This design comes from an exercise in tuning for small area, a short achievable clock period and few clock cycles per item on the open sky130 flow, not from production work.
Function was checked by simulation only, so behaviour that the tests miss may differ from the original.
No activity file was given, so power comes from the tool's default toggle rates.

## flow/design.v (module list and top-level ports; edited modules follow where they fit)
// module mac_s: 345 lines
// module mac_u: 345 lines
// module mac_r: 345 lines
// module net_16_16_8_4_16_1_8: 221 lines
module net_16_16_8_4_16_1_8(clk, reset, input_valid, input_ready, input_data, output_valid, output_ready, output_data);
  // ...
==> flow/flow/run.sh <==
#!/bin/bash
# Standard ORFS layout (the standard.sh), with timing repair aimed at a tighter
# setup target than the 10 ns clock: repair_timing treats paths with less than
# SETUP_SLACK_MARGIN ns of slack as violations. Constraints (SDC) are unchanged.
set -o pipefail
MARGIN=$(cat flow/margin.txt 2>/dev/null || echo 6.4)
bash standard.sh SETUP_SLACK_MARGIN=$MARGIN finish 2>&1 | tee flow_make.log
==> flow/flow/margin.txt <==
6.7
==> flow/standard.sh <==
#!/bin/bash
# synth_recipe.tcl (not shown) runs the flow's synth.tcl, then flattens the netlist and writes it again
# the make line also repeats each setting of config.mk as NAME=value (left out here)
make -C /OpenROAD-flow-scripts/flow DESIGN_CONFIG=/design/flow/config.mk WORK_HOME=/design/flow/orfs CLKGATE_MAP_FILE= SYNTH_SCRIPT=/design/flow/synth_recipe.tcl "${@:-finish}"
==> flow/config.mk <==
export PLATFORM = sky130hd
export DESIGN_NAME = net_16_16_8_4_16_1_8
export DESIGN_NICKNAME = net_16_16_8_4_16_1_8
export VERILOG_FILES = /design/flow/design.v
export SDC_FILE = /design/flow/constraint.sdc
export NUM_CORES = 4
export LEC_CHECK = 0
export ABC_AREA = 1
export CAP_MARGIN = 20
export CORE_MARGIN = 2
export CORE_UTILIZATION = 40
export CTS_CLUSTER_DIAMETER = 100
export CTS_CLUSTER_SIZE = 20
export SLEW_MARGIN = 20
==> flow/constraint.sdc <==
create_clock -name core_clock -period 10.0 [get_ports {clk}]
set_input_delay 2.0000 -clock core_clock [delete_from_list [all_inputs] [get_ports {clk}]]
set_output_delay 2.0000 -clock core_clock [all_outputs]
set_load 0.01 [all_outputs]
==> notes.md, run 1 <==
* Status: complete, no violations
* Placed cell count at between 20000 and 25000
* CTS Buf Count at 172
* Total power at 45.4 mW
* Total gr overflow at 0
* Final worst path period need at 3.51 ns
* Top cells by area, synth: dfxtp_1, fa_1, ha_1, xor2_1, nand2_1
* Synth Area in Compound Gates at roughly a tenth
* Die X at 661 um
* Seq/total area at 32.6%
* Fraction of registers with async set/reset at 0%
* Max power group: combinational cells
* Layout Area Growth over Synthesis at 7.49%
* Post-synth top cells: nand2_1, inv_1, dfxtp_1, xor2_1, o22ai_1
* Sw frac at 40.9%
* Number of global-route vias before repair at 124000
* Total die area at between 400000 and 500000 sq um
* Pint at 26.8 mW
* Post-Synth Adder-Cell Area at between 20% and 30%
* Actual slew at the worst max-slew pin at 1.11 ns
* Fin util at 43.1%
* Non-clock inverter count at 2957
* CP Max Fanout at 2
* Pre-antenna DRT Iters at 7
* Share of layout cells above drive strength 1 at 4.94%
* Largest reg by FF count: x2buf
* WS Path Type: reg -> out
* GR met2 Demand/Resource at between 30% and 40%
* Comb pwr at ~21 mW
* Worst R2R Path Depth at 7
* Layout non-clock buf frac at about 1.4%
* VDD IR max at 0.207 mV
* Multiplexer share of the synthesized area at 0%
* Layout net count at 21500
* Non-Filler Instances at 24600
* Fmax at between 200 and 300 MHz
* Gr usage total at 21.6%
* Root buf cell: clkbuf_16
* Slew Viols, Final at 0
* Busiest metal layer after global routing: met2
* First-pass GRT wire length at ~740 mm
* Max-area cell class: multi-input gates
* Clk latency of the worst-skew pair at 0.94 ns
* WL met3 at 26.4 mm
* R2R setup slack at 6.72 ns
Testbench counts, summed over its fixed seeds: cycles 3,456, vectors 192.
==> run 2: changes to the inputs <==
==> flow/flow/margin.txt (replaced) <==
6.8
==> notes.md, run 2 <==
* Fillers at 41900 (was 42000)
* Worst Setup Start Kind: flip-flop (unchanged)
* Worst Path Required at 8.00 ns (about the same)
* Via/cell ratio at 5.15 (was 5.13)
* # rows at 241 (unchanged)
* Cells traversed along the worst timing path: buf_6 (unchanged)
* Crit. Startpoint: ob[0][1] (was rdy)
* Pre-antenna DRT Iters at 6 (was 7)
* WP data arrival at 1.46 ns (was 1.51 ns)
* Fraction of registers with async set/reset at 0% (unchanged)
* Layout net count at 21500 (about the same)
* Final worst path period need at 3.46 ns (was 3.51 ns)
* Post-synth top area cell: dfxtp_1 (unchanged)
* Vias at 127000 (about the same)
* Fin Setup TNS at 0 ns (unchanged)
* CTS Buf Count at 173 (was 172)
* Pwr dens at 244 nW/um^2 (was 245 nW/um^2)
* Post-Place Setup Slack at 5.27 ns (was 5.52 ns)
* HP Start: l1m (was l2m)
* Fmax at 289 MHz (was 285 MHz)
* Top-count cell post-synth: nand2_1 (unchanged)
* Clk latency of the worst-skew pair at 0.96 ns (was 0.94 ns)
* CTS sink count at 2887 (unchanged)
* Biggest regs: x2buf x256, x3buf x128, ob x60 (unchanged)
* CTS tree: yes (unchanged)
* Cell Area, Synth at 173000 sq um (unchanged)
* Mapped Cells at 19300 (unchanged)
* CTS max path bufs at 4 (unchanged)
* Synth Flop Type: dfxtp_1 (unchanged)
* Slew Viols, Final at 0 (unchanged)
* Hold crit path type: reg -> reg (unchanged)
* YS warnings at 10 (unchanged)
* Worst R2R Path Depth at 9 (was 7)
* Seq. cell area at 60600 sq um (about the same)
* Critical Path End: output_data[1] (was input_ready)
* Post-synth top cells: nand2_1, inv_1, dfxtp_1, xor2_1, o22ai_1 (unchanged)
* Total gr overflow at 0 (unchanged)
* Syn avg cell area at 8.93 sq um (unchanged)
* RR Endpoint: m1_7.ca[15] (was m1_6.ca[7])
* Multi-input logic area at 99800 sq um (was 99000 sq um)
* # setup viols final at 0 (unchanged)
* Most frequent cells in the layout: nand2_1, inv_1, dfxtp_1 (unchanged)
* VDD IR max at 0.193 mV (was 0.207 mV)
* Worst flop-to-flop path startpoint: x1[14] (was x1[0])
* Worst clock skew at 0.0984 ns (was 0.0471 ns)
* Post-synthesis sequential area ratio at 35.0% (unchanged)
* Clk slew on worst S/H paths at 0.09 ns (about the same)
* Period utilization at 34.6% (was 35.1%)
* HPWL after detailed placement at 345 mm (was 347 mm)
* PortBufs at 36 (unchanged)
* Top delay family on crit path: flip-flops (unchanged)
* Post-synth EDFFs at 269 (unchanged)
* Post-route ant nets at 0 (unchanged)
* Max cap viols at 0 (unchanged)
* WL/cell at 19.8 um (about the same)
* Max FFs per register at 256 (unchanged)
* Top cells by area, synth: dfxtp_1, fa_1, ha_1, xor2_1, nand2_1 (unchanged)
* Share of layout cells above drive strength 1 at 6.08% (was 4.94%)
* CP bufs+invs at 1 (unchanged)
* # IOs at 38 (unchanged)
* Starting Density at 40.1% (unchanged)
* Leak Pwr at 89.9 nW (was 89.5 nW)
* WS Path Type: reg -> out (unchanged)
* Final wirelength at 489 mm (about the same)
* Root buf cell: clkbuf_16 (unchanged)
* Seq cells post-synth at 2887 (unchanged)
* Placer Congestion at 0.963 (was 0.958)
* DRT iter0 DRCs at 9702 (was 9226)
* Actual slew at the worst max-slew pin at 1.18 ns (was 1.11 ns)
* Synthesized net count at 22000 (unchanged)
* R2R setup slack at 6.82 ns (was 6.72 ns)
* CP endpoint kind: primary output (unchanged)
* CP Max Fanout at 2 (unchanged)
* Status: complete, no violations (unchanged)
* Core area at 430000 sq um (unchanged)
* First-pass GRT wire length at 749 mm (was 740 mm)
* Slowest-stage cell, CP: dfxtp_4 (unchanged)
* Drc violations at 0 (unchanged)
* Final Hold Fails at 0 (unchanged)
* Slack of the critical path at 6.54 ns (was 6.49 ns)
* Synth unique cells at 49 (unchanged)
* Total die area at 437000 sq um (unchanged)
* Worst path max stage delay at 0.42 ns (was 0.44 ns)
* Relative max-transition margin at 21.0% (was 25.8%)
* RSZ-0062 raised after global routing: true (unchanged)
* Total power at 45.6 mW (was 45.4 mW)
* Die X at 661 um (unchanged)
* Largest reg by FF count: x2buf (unchanged)
* Layout Area Growth over Synthesis at 8.37% (was 7.49%)
* Gr usage total at 21.9% (was 21.6%)
* CP Depth at 1 (unchanged)
* Most common cell after layout, fill and taps aside: nand2_1 (unchanged)
* Largest net degree at the start of global routing at 128 (was 158)
* Top cell type's share of synthesized area at 30.4% (unchanged)
* Number of global-route vias before repair at 126000 (was 124000)
* H-Tree Depth at 4 (unchanged)
* Die height at 661 um (unchanged)
* Initial antenna violation count at 18 (was 23)
==> run 2: stage by stage <==
step | instance area, sq um | hold slack (ns) | utilization (%) | instances
final | 187000 | 0.398 | 43.5 | 24700
after global routing | 187000 | 0.417 | 43.5 | 24700
after CTS | 184000 | 0.398 | 42.7 | 24600
after detailed placement | 177000 | 0.388 | 41.1 | 24200
after global placement | 177000 | 0.391 | 41.1 | 24200
after floorplan | 173000 | 0.326 | - | 19300
==> run 2: cell type report <==
type	count	area share [%]
Multi-Input combinational cell	12500	53.4
Sequential cell	2887	32.4
Inverter	2954	6.03
Tap cell	5710	3.82
Clock buffer	223	2.48
Timing Repair Buffer	326	1.71
Clock inverter	23	0.187
Antenna cell	14	0.0187
Timing Repair inverter	1	0.00268
==> run 2: layer usage <==
layer  vias to the layer above  share of wire (%)  GRT usage (%)
li1                      60900                  -              -
met1                     61600                 44           29.0
met2                      3675                 46           36.1
met3                       836                5.2           2.31
met4                         8                4.7           9.45
met5                         -              0.010              0
==> run 2: logic make-up (layout without fill, tap and decap cells) <==
| logic type | after synthesis | count (layout) | synth area share (%) |
|---|---|---|---|
| compound gates | 2870 | 2870 | 9.95 |
| xor+xnor | 2146 | 2146 | 10.9 |
| fa+ha+maj | 2616 | 2616 | 24.1 |
| buf+inv | 3930 | 3527 | 8.84 |
| flops | 2887 | 2887 | 35.0 |
| other cells | 1 | 15 | 0.00217 |
| simple gates | 4875 | 4915 | 11.2 |
==> run 2: worst min path at each step <==
stage	end	slack, ns	cells past startpoint
CTS	f1p	0.40	2
detailed placement	f1p	0.39	2
finish	l1p	0.40	2
global placement	l2p	0.39	2
floorplan	m1_0.ca[2]	0.33	0
global route	l2m	0.42	2
==> run 2: repair_timing <==
| action | CTS | global route |
|---|---|---|
| endpoints found under the setup margin | 1227 | 1035 |
| pin swaps | 71 | 134 |
| gates resized for setup | 396 | 531 |
| setup buffers | 82 | 97 |
| gates cloned | 21 | 21 |
| hold buffers | 0 | 0 |
==> run 2: power by group <==
group / total, mW / internal (mW) / switching, mW / leakage (nW)
Combinational: 21.2 / 8.85 / 12.4 / 63.3
Sequential: 16.9 / 14.8 / 2.09 / 24.2
Clock: 7.51 / 3.36 / 4.15 / 2.43
==> module net_16_16_8_4_16_1_8, before the edit <==
module net_16_16_8_4_16_1_8(clk, reset, input_valid, input_ready, input_data, output_valid, output_ready, output_data);
input clk, reset, input_valid, output_ready;
input signed [15:0] input_data;
output signed [15:0] output_data;
output output_valid, input_ready;
reg [3:0] col1;
reg rdy;
assign input_ready = rdy;
wire in_fire = input_valid & rdy;
reg [15:0] x1;
reg f1x, l1x, f1m, l1m, f1p, l1p, done1;
reg [15:0] x2buf [0:15];    
reg x2full; reg [3:0] col2;
reg [15:0] x2;
reg f2x, l2x, f2m, l2m, f2p, l2p, done2;
reg [15:0] x3buf [0:7];
reg x3full; reg [3:0] i3; reg run3;
reg [15:0] x3;
reg f3x, l3x, f3m, l3m, f3p, l3p, done3;
reg [15:0] ob [0:3];
reg [3:0] ov;
reg res3;    
assign output_data = ob[0];
assign output_valid = ov[0];
wire out_fire = ov[0] & output_ready;
wire ob_empty = ~ov[0];
wire [15:0] acc1 [0:15];
wire [15:0] acc2 [0:7];
wire [15:0] acc3 [0:3];    
wire l3_pending = l3x | l3m | l3p | done3;
wire fin3 = done3 | res3;
wire unload3 = fin3 & ob_empty;
wire start3 = x3full & ~run3 & ~res3 & (~l3_pending | ob_empty);
wire issue3 = run3 | start3;
wire x3_free4 = ~x3full | (run3 & (i3 >= 4'd11));
wire issue2 = x2full & ((col2 != 4'd15) | x3_free4);
wire x2_free5 = ~x2full | ((col2 >= 4'd10) & (~x3full | (run3 & (({1'b0, i3} + 5'd4) >= {1'b0, col2}))));
wire [3:0] col1_n = col1 + {3'd0, in_fire};
wire [15:0] x2sel = x2buf[0];
wire [15:0] x3sel = x3buf[i3[3:1]];
always @(posedge clk) begin
  x1 <= in_fire ? input_data : 16'd0;
  f1x <= in_fire & (col1 == 4'd0); l1x <= in_fire & (col1 == 4'd15);
  f1m <= f1x; l1m <= l1x; f1p <= f1m; l1p <= l1m;
  x2 <= issue2 ? {1'b0, x2sel[14:0] & {15{~x2sel[15]}}} : 16'd0;
  f2x <= issue2 & (col2 == 4'd0); l2x <= issue2 & (col2 == 4'd15);
  f2m <= f2x; l2m <= l2x; f2p <= f2m; l2p <= l2m;
  x3 <= issue3 ? {1'b0, x3sel[14:0] & {15{~x3sel[15]}}} : 16'd0;
  f3x <= issue3 & (i3[3:1] == 3'd0); l3x <= issue3 & (i3 == 4'd15);
  f3m <= f3x; l3m <= l3x; f3p <= f3m; l3p <= l3m;
  if (reset) begin
    col1 <= 4'd0; rdy <= 1'b1;
    f1x <= 1'b0; l1x <= 1'b0; f1m <= 1'b0; l1m <= 1'b0; f1p <= 1'b0; l1p <= 1'b0; done1 <= 1'b0;
    x2full <= 1'b0; col2 <= 4'd0;
    f2x <= 1'b0; l2x <= 1'b0; f2m <= 1'b0; l2m <= 1'b0; f2p <= 1'b0; l2p <= 1'b0; done2 <= 1'b0;
    x3full <= 1'b0; i3 <= 4'd0; run3 <= 1'b0; res3 <= 1'b0;
    f3x <= 1'b0; l3x <= 1'b0; f3m <= 1'b0; l3m <= 1'b0; f3p <= 1'b0; l3p <= 1'b0; done3 <= 1'b0;
    ov <= 4'd0;
  end else begin
    col1 <= col1_n;
    rdy <= (col1_n != 4'd15) | x2_free5;
    done1 <= l1p;
    if (issue2) col2 <= col2 + 4'd1;
    if (done1) x2full <= 1'b1; else if (issue2 & (col2 == 4'd15)) x2full <= 1'b0;
    done2 <= l2p;
    if (issue3) i3 <= i3 + 4'd1;
    if (start3) run3 <= 1'b1; else if (i3 == 4'd15) run3 <= 1'b0;
    if (done2) x3full <= 1'b1; else if (issue3 & (i3 == 4'd15)) x3full <= 1'b0;
    done3 <= l3p;
    res3 <= fin3 & ~ob_empty;
    if (unload3) ov <= 4'b1111; else if (out_fire) ov <= {1'b0, ov[3:1]};
  end
end
always @(posedge clk) begin
  if (done1) begin
    x2buf[0] <= acc1[0];
    x2buf[1] <= acc1[1];
    x2buf[2] <= acc1[2];
    x2buf[3] <= acc1[3];
    x2buf[4] <= acc1[4];
    x2buf[5] <= acc1[5];
    x2buf[6] <= acc1[6];
    x2buf[7] <= acc1[7];
    x2buf[8] <= acc1[8];
    x2buf[9] <= acc1[9];
    x2buf[10] <= acc1[10];
    x2buf[11] <= acc1[11];
    x2buf[12] <= acc1[12];
    x2buf[13] <= acc1[13];
    x2buf[14] <= acc1[14];
    x2buf[15] <= acc1[15];
  end else begin
    if (issue2) x2buf[0] <= x2buf[1];
    x2buf[1] <= x2buf[2];
    x2buf[2] <= x2buf[3];
    x2buf[3] <= x2buf[4];
    x2buf[4] <= x2buf[5];
    x2buf[5] <= x2buf[6];
    x2buf[6] <= x2buf[7];
    x2buf[7] <= x2buf[8];
    x2buf[8] <= x2buf[9];
    x2buf[9] <= x2buf[10];
    x2buf[10] <= x2buf[11];
    x2buf[11] <= x2buf[12];
    x2buf[12] <= x2buf[13];
    x2buf[13] <= x2buf[14];
    x2buf[14] <= x2buf[15];
  end
  if (done2) begin
    x3buf[0] <= acc2[0];
    x3buf[1] <= acc2[1];
    x3buf[2] <= acc2[2];
    x3buf[3] <= acc2[3];
    x3buf[4] <= acc2[4];
    x3buf[5] <= acc2[5];
    x3buf[6] <= acc2[6];
    x3buf[7] <= acc2[7];
  end
  if (reset) ob[0] <= 16'd0; else
  if (unload3) begin
    ob[0] <= {1'b0, acc3[0][14:0] & {15{~acc3[0][15]}}};
    ob[1] <= {1'b0, acc3[1][14:0] & {15{~acc3[1][15]}}};
    ob[2] <= {1'b0, acc3[2][14:0] & {15{~acc3[2][15]}}};
    ob[3] <= {1'b0, acc3[3][14:0] & {15{~acc3[3][15]}}};
  end else if (out_fire) begin
    ob[0] <= ob[1];
    ob[1] <= ob[2];
    ob[2] <= ob[3];
  end
end
reg [15:0] oh1;    
always @(posedge clk) if (reset) oh1 <= 16'd1; else if (in_fire) oh1 <= {oh1[14:0], oh1[15]};
reg [11:0] m1_0_k;
always @(posedge clk) m1_0_k <= {|(oh1 & 16'h1415), |(oh1 & 16'haae2), |(oh1 & 16'h3a42), |(oh1 & 16'h4410), |(oh1 & 16'h9943), |(oh1 & 16'h4551), |(oh1 & 16'h2077), |(oh1 & 16'h1988), |(oh1 & 16'h11ae), |(oh1 & 16'h2b41), |(oh1 & 16'hd492), |(oh1 & 16'h3b51)};
mac_s m1_0 (.clk(clk), .x(x1), .code(m1_0_k), .fp(f1p), .acc(acc1[0]));
reg [11:0] m1_1_k;
always @(posedge clk) m1_1_k <= {|(oh1 & 16'hf404), |(oh1 & 16'h0b3a), |(oh1 & 16'h5e00), |(oh1 & 16'h2c88), |(oh1 & 16'h1161), |(oh1 & 16'h2148), |(oh1 & 16'h84bc), |(oh1 & 16'h5b42), |(oh1 & 16'h9cf4), |(oh1 & 16'h0000), |(oh1 & 16'h6ada), |(oh1 & 16'h4a0a)};
mac_s m1_1 (.clk(clk), .x(x1), .code(m1_1_k), .fp(f1p), .acc(acc1[1]));
reg [11:0] m1_2_k;
always @(posedge clk) m1_2_k <= {|(oh1 & 16'hd80a), |(oh1 & 16'h27e0), |(oh1 & 16'heb2a), |(oh1 & 16'h4211), |(oh1 & 16'h29a8), |(oh1 & 16'h2201), |(oh1 & 16'h2808), |(oh1 & 16'h0773), |(oh1 & 16'h0538), |(oh1 & 16'h2200), |(oh1 & 16'h5dd3), |(oh1 & 16'h7fc0)};
mac_s m1_2 (.clk(clk), .x(x1), .code(m1_2_k), .fp(f1p), .acc(acc1[2]));
reg [11:0] m1_3_k;
always @(posedge clk) m1_3_k <= {|(oh1 & 16'h108c), |(oh1 & 16'heb61), |(oh1 & 16'h09e9), |(oh1 & 16'h0c40), |(oh1 & 16'h7397), |(oh1 & 16'h3014), |(oh1 & 16'h612c), |(oh1 & 16'h9ec3), |(oh1 & 16'h3c46), |(oh1 & 16'h4081), |(oh1 & 16'h9d6a), |(oh1 & 16'h41e9)};
mac_s m1_3 (.clk(clk), .x(x1), .code(m1_3_k), .fp(f1p), .acc(acc1[3]));
reg [11:0] m1_4_k;
always @(posedge clk) m1_4_k <= {|(oh1 & 16'h402c), |(oh1 & 16'h3fc1), |(oh1 & 16'h0e44), |(oh1 & 16'h82e0), |(oh1 & 16'h5d11), |(oh1 & 16'h52e0), |(oh1 & 16'h4121), |(oh1 & 16'h14c8), |(oh1 & 16'h0008), |(oh1 & 16'h7410), |(oh1 & 16'h8967), |(oh1 & 16'hfd71)};
mac_s m1_4 (.clk(clk), .x(x1), .code(m1_4_k), .fp(f1p), .acc(acc1[4]));
reg [11:0] m1_5_k;
always @(posedge clk) m1_5_k <= {|(oh1 & 16'h2401), |(oh1 & 16'h1bfe), |(oh1 & 16'h3d2d), |(oh1 & 16'h8321), |(oh1 & 16'h7450), |(oh1 & 16'h4250), |(oh1 & 16'h2101), |(oh1 & 16'h5e8e), |(oh1 & 16'h2103), |(oh1 & 16'hc200), |(oh1 & 16'h0dee), |(oh1 & 16'hc2a4)};
mac_s m1_5 (.clk(clk), .x(x1), .code(m1_5_k), .fp(f1p), .acc(acc1[5]));
reg [11:0] m1_6_k;
always @(posedge clk) m1_6_k <= {|(oh1 & 16'h0414), |(oh1 & 16'hea68), |(oh1 & 16'ha45c), |(oh1 & 16'h110a), |(oh1 & 16'h6c75), |(oh1 & 16'h290a), |(oh1 & 16'h2c21), |(oh1 & 16'h1148), |(oh1 & 16'h3861), |(oh1 & 16'h8404), |(oh1 & 16'h6938), |(oh1 & 16'h8514)};
mac_s m1_6 (.clk(clk), .x(x1), .code(m1_6_k), .fp(f1p), .acc(acc1[6]));
reg [11:0] m1_7_k;
always @(posedge clk) m1_7_k <= {|(oh1 & 16'h0254), |(oh1 & 16'hfd2a), |(oh1 & 16'h2354), |(oh1 & 16'h1024), |(oh1 & 16'h6fd8), |(oh1 & 16'h3d00), |(oh1 & 16'ha081), |(oh1 & 16'h4b2e), |(oh1 & 16'h0b2f), |(oh1 & 16'ha808), |(oh1 & 16'h05c7), |(oh1 & 16'ha8c8)};
mac_s m1_7 (.clk(clk), .x(x1), .code(m1_7_k), .fp(f1p), .acc(acc1[7]));
reg [11:0] m1_8_k;
always @(posedge clk) m1_8_k <= {|(oh1 & 16'h0b30), |(oh1 & 16'h70ca), |(oh1 & 16'h0118), |(oh1 & 16'h801e), |(oh1 & 16'h7de0), |(oh1 & 16'ha828), |(oh1 & 16'h11c2), |(oh1 & 16'hae39), |(oh1 & 16'h2bd2), |(oh1 & 16'h2a05), |(oh1 & 16'h9590), |(oh1 & 16'h3e05)};
mac_s m1_8 (.clk(clk), .x(x1), .code(m1_8_k), .fp(f1p), .acc(acc1[8]));
reg [11:0] m1_9_k;
always @(posedge clk) m1_9_k <= {|(oh1 & 16'h2440), |(oh1 & 16'hd3b7), |(oh1 & 16'he065), |(oh1 & 16'h4e31), |(oh1 & 16'h91cc), |(oh1 & 16'h572d), |(oh1 & 16'h9851), |(oh1 & 16'h678c), |(oh1 & 16'h8894), |(oh1 & 16'h0508), |(oh1 & 16'h52c5), |(oh1 & 16'h55c9)};
mac_s m1_9 (.clk(clk), .x(x1), .code(m1_9_k), .fp(f1p), .acc(acc1[9]));
reg [11:0] m1_10_k;
always @(posedge clk) m1_10_k <= {|(oh1 & 16'h8510), |(oh1 & 16'h78c5), |(oh1 & 16'h9911), |(oh1 & 16'h0528), |(oh1 & 16'h58c5), |(oh1 & 16'h4ce8), |(oh1 & 16'h7170), |(oh1 & 16'h0c8f), |(oh1 & 16'h4905), |(oh1 & 16'h0e46), |(oh1 & 16'hb0b8), |(oh1 & 16'h3e7e)};
mac_s m1_10 (.clk(clk), .x(x1), .code(m1_10_k), .fp(f1p), .acc(acc1[10]));
reg [11:0] m1_11_k;
always @(posedge clk) m1_11_k <= {|(oh1 & 16'ha0d0), |(oh1 & 16'h5f24), |(oh1 & 16'h4064), |(oh1 & 16'h9448), |(oh1 & 16'h2b37), |(oh1 & 16'ha91c), |(oh1 & 16'hc800), |(oh1 & 16'h17dd), |(oh1 & 16'h57d0), |(oh1 & 16'ha190), |(oh1 & 16'h5e0f), |(oh1 & 16'hbb9a)};
mac_s m1_11 (.clk(clk), .x(x1), .code(m1_11_k), .fp(f1p), .acc(acc1[11]));
reg [11:0] m1_12_k;
always @(posedge clk) m1_12_k <= {|(oh1 & 16'h5901), |(oh1 & 16'ha466), |(oh1 & 16'he841), |(oh1 & 16'h0000), |(oh1 & 16'heb7b), |(oh1 & 16'h8118), |(oh1 & 16'h4082), |(oh1 & 16'h9901), |(oh1 & 16'h5980), |(oh1 & 16'h9120), |(oh1 & 16'h6e52), |(oh1 & 16'hb572)};
mac_s m1_12 (.clk(clk), .x(x1), .code(m1_12_k), .fp(f1p), .acc(acc1[12]));
reg [11:0] m1_13_k;
always @(posedge clk) m1_13_k <= {|(oh1 & 16'h0100), |(oh1 & 16'h3eef), |(oh1 & 16'h0008), |(oh1 & 16'h20e9), |(oh1 & 16'hd514), |(oh1 & 16'hc5e0), |(oh1 & 16'h0008), |(oh1 & 16'hc444), |(oh1 & 16'h0408), |(oh1 & 16'h5411), |(oh1 & 16'h2ae4), |(oh1 & 16'h7615)};
mac_s m1_13 (.clk(clk), .x(x1), .code(m1_13_k), .fp(f1p), .acc(acc1[13]));
reg [11:0] m1_14_k;
always @(posedge clk) m1_14_k <= {|(oh1 & 16'h8c0c), |(oh1 & 16'h72f2), |(oh1 & 16'hbefa), |(oh1 & 16'h1620), |(oh1 & 16'h699d), |(oh1 & 16'h5335), |(oh1 & 16'hc8a1), |(oh1 & 16'h134c), |(oh1 & 16'h0188), |(oh1 & 16'h1f64), |(oh1 & 16'hc009), |(oh1 & 16'hdf6d)};
mac_s m1_14 (.clk(clk), .x(x1), .code(m1_14_k), .fp(f1p), .acc(acc1[14]));
reg [11:0] m1_15_k;
always @(posedge clk) m1_15_k <= {|(oh1 & 16'hd455), |(oh1 & 16'h220a), |(oh1 & 16'h9444), |(oh1 & 16'ha000), |(oh1 & 16'h5bf9), |(oh1 & 16'h43b9), |(oh1 & 16'h1494), |(oh1 & 16'heb41), |(oh1 & 16'ha280), |(oh1 & 16'h8421), |(oh1 & 16'h78d6), |(oh1 & 16'hfc75)};
mac_s m1_15 (.clk(clk), .x(x1), .code(m1_15_k), .fp(f1p), .acc(acc1[15]));
localparam [191:0] m2_0_T = 192'h1a7180954d268341b8e849d0d361db1d6d3a80410a150a5;
reg [11:0] m2_0_k;
always @(posedge clk) m2_0_k <= m2_0_T[col2*12 +: 12];
mac_u m2_0 (.clk(clk), .x(x2), .code(m2_0_k), .fp(f2p), .acc(acc2[0]));
localparam [191:0] m2_1_T = 192'h9b4d30d2aa568255540541341b69a6829406136838e381d;
reg [11:0] m2_1_k;
always @(posedge clk) m2_1_k <= m2_1_T[col2*12 +: 12];
mac_u m2_1 (.clk(clk), .x(x2), .code(m2_1_k), .fp(f2p), .acc(acc2[1]));
localparam [191:0] m2_2_T = 192'h9261811b4da4808ea4100c261a0a8a956a36d308241ab28;
reg [11:0] m2_2_k;
always @(posedge clk) m2_2_k <= m2_2_T[col2*12 +: 12];
mac_u m2_2 (.clk(clk), .x(x2), .code(m2_2_k), .fp(f2p), .acc(acc2[2]));
localparam [191:0] m2_3_T = 192'h858c050515015295349b4d04839657039636934d8082103;
reg [11:0] m2_3_k;
always @(posedge clk) m2_3_k <= m2_3_T[col2*12 +: 12];
mac_u m2_3 (.clk(clk), .x(x2), .code(m2_3_k), .fp(f2p), .acc(acc2[3]));
localparam [191:0] m2_4_T = 192'h6a38c094295251a61b02301d4806109406d895280369081d;
reg [11:0] m2_4_k;
always @(posedge clk) m2_4_k <= m2_4_T[col2*12 +: 12];
mac_u m2_4 (.clk(clk), .x(x2), .code(m2_4_k), .fp(f2p), .acc(acc2[4]));
localparam [191:0] m2_5_T = 192'h6134c3a0061a1058d58d5083a12718a8214201841d0dd685;
reg [11:0] m2_5_k;
always @(posedge clk) m2_5_k <= m2_5_T[col2*12 +: 12];
mac_u m2_5 (.clk(clk), .x(x2), .code(m2_5_k), .fp(f2p), .acc(acc2[5]));
localparam [191:0] m2_6_T = 192'h16569d11a4dd8184050256c042580541b0804924806c261d;
reg [11:0] m2_6_k;
always @(posedge clk) m2_6_k <= m2_6_T[col2*12 +: 12];
mac_u m2_6 (.clk(clk), .x(x2), .code(m2_6_k), .fp(f2p), .acc(acc2[6]));
localparam [191:0] m2_7_T = 192'h4286a80134ea41a69209a0c34d349a6d38e551a75209b412;
reg [11:0] m2_7_k;
always @(posedge clk) m2_7_k <= m2_7_T[col2*12 +: 12];
mac_u m2_7 (.clk(clk), .x(x2), .code(m2_7_k), .fp(f2p), .acc(acc2[7]));
localparam [191:0] m3_0_T = 192'h5550d801a002b03612a850d8a124d84ea08282a11d69d8d5;
reg [11:0] m3_0_k;
always @(posedge clk) m3_0_k <= m3_0_T[i3*12 +: 12];
mac_r m3_0 (.clk(clk), .x(x3), .code(m3_0_k), .fp(f3p), .en(~(fin3 & ~ob_empty)), .acc(acc3[1]), .acc2(acc3[0]));
localparam [191:0] m3_1_T = 192'ha9aaa501baa81637538ea6230ea6db71872809a41da250db;
reg [11:0] m3_1_k;
always @(posedge clk) m3_1_k <= m3_1_T[i3*12 +: 12];
mac_r m3_1 (.clk(clk), .x(x3), .code(m3_1_k), .fp(f3p), .en(~(fin3 & ~ob_empty)), .acc(acc3[3]), .acc2(acc3[2]));
endmodule
==> run 3: changes to the inputs <==
--- a/flow/design.v
+++ b/flow/design.v
@@ -1043,3 +1043,3 @@
 assign input_ready = rdy;
-wire in_fire = input_valid & rdy;
+wire in_fire = input_valid & ~rdy_n;
 reg [15:0] x1;
@@ -1057,6 +1057,7 @@
 reg res3;    
+reg rdy_n, ov0_n;    
 assign output_data = ob[0];
 assign output_valid = ov[0];
-wire out_fire = ov[0] & output_ready;
-wire ob_empty = ~ov[0];
+wire out_fire = ~ov0_n & output_ready;
+wire ob_empty = ov0_n;
 wire [15:0] acc1 [0:15];
@@ -1086,3 +1087,3 @@
   if (reset) begin
-    col1 <= 4'd0; rdy <= 1'b1;
+    col1 <= 4'd0; rdy <= 1'b1; rdy_n <= 1'b0; ov0_n <= 1'b1;
     f1x <= 1'b0; l1x <= 1'b0; f1m <= 1'b0; l1m <= 1'b0; f1p <= 1'b0; l1p <= 1'b0; done1 <= 1'b0;
@@ -1096,2 +1097,3 @@
     rdy <= (col1_n != 4'd15) | x2_free5;
+    rdy_n <= ~((col1_n != 4'd15) | x2_free5);
     done1 <= l1p;
@@ -1106,2 +1108,3 @@
     if (unload3) ov <= 4'b1111; else if (out_fire) ov <= {1'b0, ov[3:1]};
+    if (unload3) ov0_n <= 1'b0; else if (out_fire) ov0_n <= ~ov[1];
   end
==> notes.md, run 3 <==
* Post-Place Setup Slack at 5.69 ns (was 5.27 ns)
* PortBufs at 36 (unchanged)
* WP data arrival at 1.48 ns (was 1.46 ns)
* Relative max-transition margin at 21.9% (was 21.0%)
* CTS tree: yes (unchanged)
* Fmax at 288 MHz (was 289 MHz)
* Gr usage total at 21.7% (was 21.9%)
* Die height at 661 um (about the same)
* WL/cell at 19.7 um (was 19.8 um)
* YS warnings at 10 (unchanged)
* Top delay family on crit path: flip-flops (unchanged)
* Number of global-route vias before repair at 126000 (about the same)
* Hold WS at 0.359 ns (was 0.398 ns)
* Status: complete, no violations (unchanged)
* Fraction of registers with async set/reset at 0% (unchanged)
* Cell Area, Synth at 173000 sq um (about the same)
* Max cap viols at 0 (unchanged)
* Mapped Cells at 19400 (was 19300)
* Total gr overflow at 0 (unchanged)
* CTS sink count at 2889 (was 2887)
* Leak Pwr at 90.3 nW (was 89.9 nW)
* Largest reg by FF count: x2buf (unchanged)
* HPWL after detailed placement at 344 mm (was 345 mm)
* RSZ-0062 raised after global routing: true (unchanged)
* Final Hold Fails at 0 (unchanged)
* # rows at 241 (unchanged)
* Worst Setup Start Kind: flip-flop (unchanged)
* Most common cell after layout, fill and taps aside: nand2_1 (unchanged)
* Global Route met3 Usage at 2.82% (was 2.31%)
* Post-route ant nets at 0 (unchanged)
* Synth Flop Type: dfxtp_1 (unchanged)
* Biggest regs: x2buf x256, x3buf x128, ob x60 (unchanged)
* Pwr dens at 244 nW/um^2 (about the same)
* Top-count cell post-synth: nand2_1 (unchanged)
* Clk slew on worst S/H paths at 0.09 ns (about the same)
* Worst path max stage delay at 0.41 ns (was 0.42 ns)
* Initial antenna violation count at 20 (was 18)
* Die X at 661 um (about the same)
* Fin Setup TNS at 0 ns (unchanged)
* Cells traversed along the worst timing path: buf_6 (unchanged)
* Clk latency of the worst-skew pair at 0.95 ns (was 0.96 ns)
* Root buf cell: clkbuf_16 (unchanged)
* GR met2 Demand/Resource at 35.3% (was 36.1%)
* Post-synthesis sequential area ratio at 35.0% (about the same)
* Slack of the critical path at 6.52 ns (was 6.54 ns)
* CTS max path bufs at 4 (unchanged)
* Period utilization at 34.8% (was 34.6%)
* Hold-fix buffers, CTS at 0 (unchanged)
* VDD IR max at 0.251 mV (was 0.193 mV)
* Top cell type's share of synthesized area at 30.4% (about the same)
* Final wirelength at 488 mm (was 489 mm)
* Pre-antenna DRT Iters at 6 (unchanged)
* R2R setup slack at 6.84 ns (was 6.82 ns)
* Actual slew at the worst max-slew pin at 1.17 ns (was 1.18 ns)
* Worst Path Required at 8.00 ns (about the same)
* Largest net degree at the start of global routing at 143 (was 128)
* Area after DPL at 177000 sq um (about the same)
* Top cells by area, synth: dfxtp_1, fa_1, ha_1, xor2_1, nand2_1 (unchanged)
* Worst clock skew at 0.0567 ns (was 0.0984 ns)
* Max FFs per register at 256 (unchanged)
* Final worst path period need at 3.48 ns (was 3.46 ns)
* Slowest-stage cell, CP: dfxtp_4 (unchanged)
* Synth unique cells at 53 (was 49)
* Synthesized net count at 22000 (about the same)
* Syn avg cell area at 8.91 sq um (was 8.93 sq um)
* DRT iter0 DRCs at 9744 (was 9702)
* Placer Congestion at 0.954 (was 0.963)
* Post-synth EDFFs at 269 (unchanged)
* Busiest metal layer after global routing: met2 (unchanged)
* Post-synth top cells: nand2_1, inv_1, dfxtp_1, xor2_1, o22ai_1 (unchanged)
* Post-synth top area cell: dfxtp_1 (unchanged)
* CP Max Fanout at 2 (unchanged)
* CTS Buf Count at 172 (was 173)
* Non-Filler Instances at 24800 (was 24700)
* Drc violations at 0 (unchanged)
* # IOs at 38 (unchanged)
* CP endpoint kind: primary output (unchanged)
* Hold crit path type: reg -> reg (unchanged)
* Slew Viols, Final at 0 (unchanged)
* WS Path Type: reg -> out (unchanged)
* H-Tree Depth at 4 (unchanged)
* Most frequent cells in the layout: nand2_1, inv_1, dfxtp_1 (unchanged)
* # setup viols final at 0 (unchanged)
* Vias at 128000 (was 127000)
* Met1 Use GR at 28.6% (was 29.0%)
* Total die area at 437000 sq um (about the same)
* Via/cell ratio at 5.15 (about the same)
* Share of layout cells above drive strength 1 at 6.16% (was 6.08%)
* Layout net count at 21600 (was 21500)
* CP bufs+invs at 1 (unchanged)
* Post-route design area at 187000 sq um (about the same)
* First-pass GRT wire length at 743 mm (was 749 mm)
* Layout Area Growth over Synthesis at 8.37% (about the same)
* Placed cell count at 24300 (was 24200)
* Starting Density at 40.1% (about the same)
* Seq cells post-synth at 2889 (was 2887)
* Core area at 430000 sq um (unchanged)
[run 3: changes by cell type after synthesis, sizes merged, moves of 11 or more]
cell	before	now
nor3	50	61
o21ai	486	464
a211oi	42	27
a31oi	117	102
clkbuf	449	489
buf	527	481
nand3	360	343
nand2	3393	3451
nand3b	40	27
inv	2928	2953
a21oi	452	503
[run 3: routing by layer]
layer	up-vias	share of wire (%)
li1	61100	-
met1	61800	43
met2	3818	46
met3	960	5.7
met4	4	5.1
met5	-	0.0055
[run 3: tightest hold or removal path: stages, from the launching register on]
cell and delay (ns):
dfxtp_1 0.30, inv_1 0.04, nor2_1 0.03
[run 3: area by class of cell]
| type | count | area, sq um |
|---|---|---|
| Inverter | 2982 | 11400 |
| Clock buffer | 219 | 4550 |
| Tap cell | 5710 | 7140 |
| Sequential cell | 2889 | 60600 |
| Antenna cell | 8 | 20.0 |
| Multi-Input combinational cell | 12600 | 99900 |
| Timing Repair inverter | 2 | 12.5 |
| Fill cell | 41900 | 243000 |
| Timing Repair Buffer | 335 | 3170 |
| Clock inverter | 27 | 374 |
[run 3: logic make-up after synthesis]
logic type | count (synthesis) | share of synthesized area [%]
and+or+nand+nor | 4914 | 11.3
buffers and inverters | 3952 | 8.83
DFF | 2889 | 35.0
AOI/OAI and AO/OA | 2868 | 9.91
adders and majority gates | 2616 | 24.0
xor gates and xnor gates | 2144 | 10.9
other | 1 | 0.00217
muxes | 1 | 0.00579
[run 3: what timing repair did]
item,4_1_cts,5_1_grt
gates resized for setup,375,533
endpoints found under the setup margin,1335,1020
endpoints found under the hold margin,0,0
buffers inserted,78,110
gates cloned,17,31
pin swaps,65,139
[run 3: worst paths after layout]
check / from / to / depth (start not counted)
setup / recovery: ob[0][4] / output_data[4] / 1
hold reg to reg: f3m / f3p / 2
hold / removal: f3m / f3p / 2
setup reg to reg: m2_3.ca[0] / m2_3.p[10] / 20
[run 3: stage by stage]
stage,power [mW],util [%]
2_1_floorplan,32.0,-
3_3_place_gp,36.7,41.2
3_5_place_dp,37.3,41.2
4_1_cts,45.2,42.7
5_1_grt,50.0,43.5
6_report,45.7,43.5
[run 3: power by group]
part | switching [mW] | total, mW | internal [mW]
combinational | 12.4 | 21.2 | 8.82
sequential | 2.16 | 17.0 | 14.8
clock | 4.17 | 7.49 | 3.33
Testbench counts of run 3, summed over its fixed seeds: cycles 3,456, vectors 192.

[port drivers added, routing unchanged]
The flow's constraints put no driver on any port. The routed layouts listed below were extracted and timed again, unchanged, in two steps. Step 1 assumes that a clkbuf_16 drives the clock port and a buf_2 every other input. Step 2 times the ports against the registers' clock, not the clock port: input delays grow and output delays shrink by t, the midpoint of the rising clock arrivals with the driver on. Three values: no drivers, after step 1, after step 2; two values: the first two.
| run | t, ns | setup WS [ns] | worst hold slack (ns) | worst setup path at the end | latest minus earliest clock arrival (ns) |
|---|---|---|---|---|---|
| run 1 | 1.019 | 6.487 / 6.372 / 5.879 | 0.378 / 0.378 / 0.378 | input to register | 0.064 / 0.064 |
| run 2 | 1.032 | 6.536 / 6.413 / 5.825 | 0.398 / 0.398 / 0.398 | input to register | 0.118 / 0.117 |
| run 3 | 1.038 | 6.524 / 6.406 / 6.028 | 0.359 / 0.359 / 0.359 | input to register | 0.068 / 0.067 |
After both steps every run listed still meets setup and hold. For run 2, which loses most, drivers alone change the setup slack by -0.123 ns; drivers and shift together by -0.711 ns.
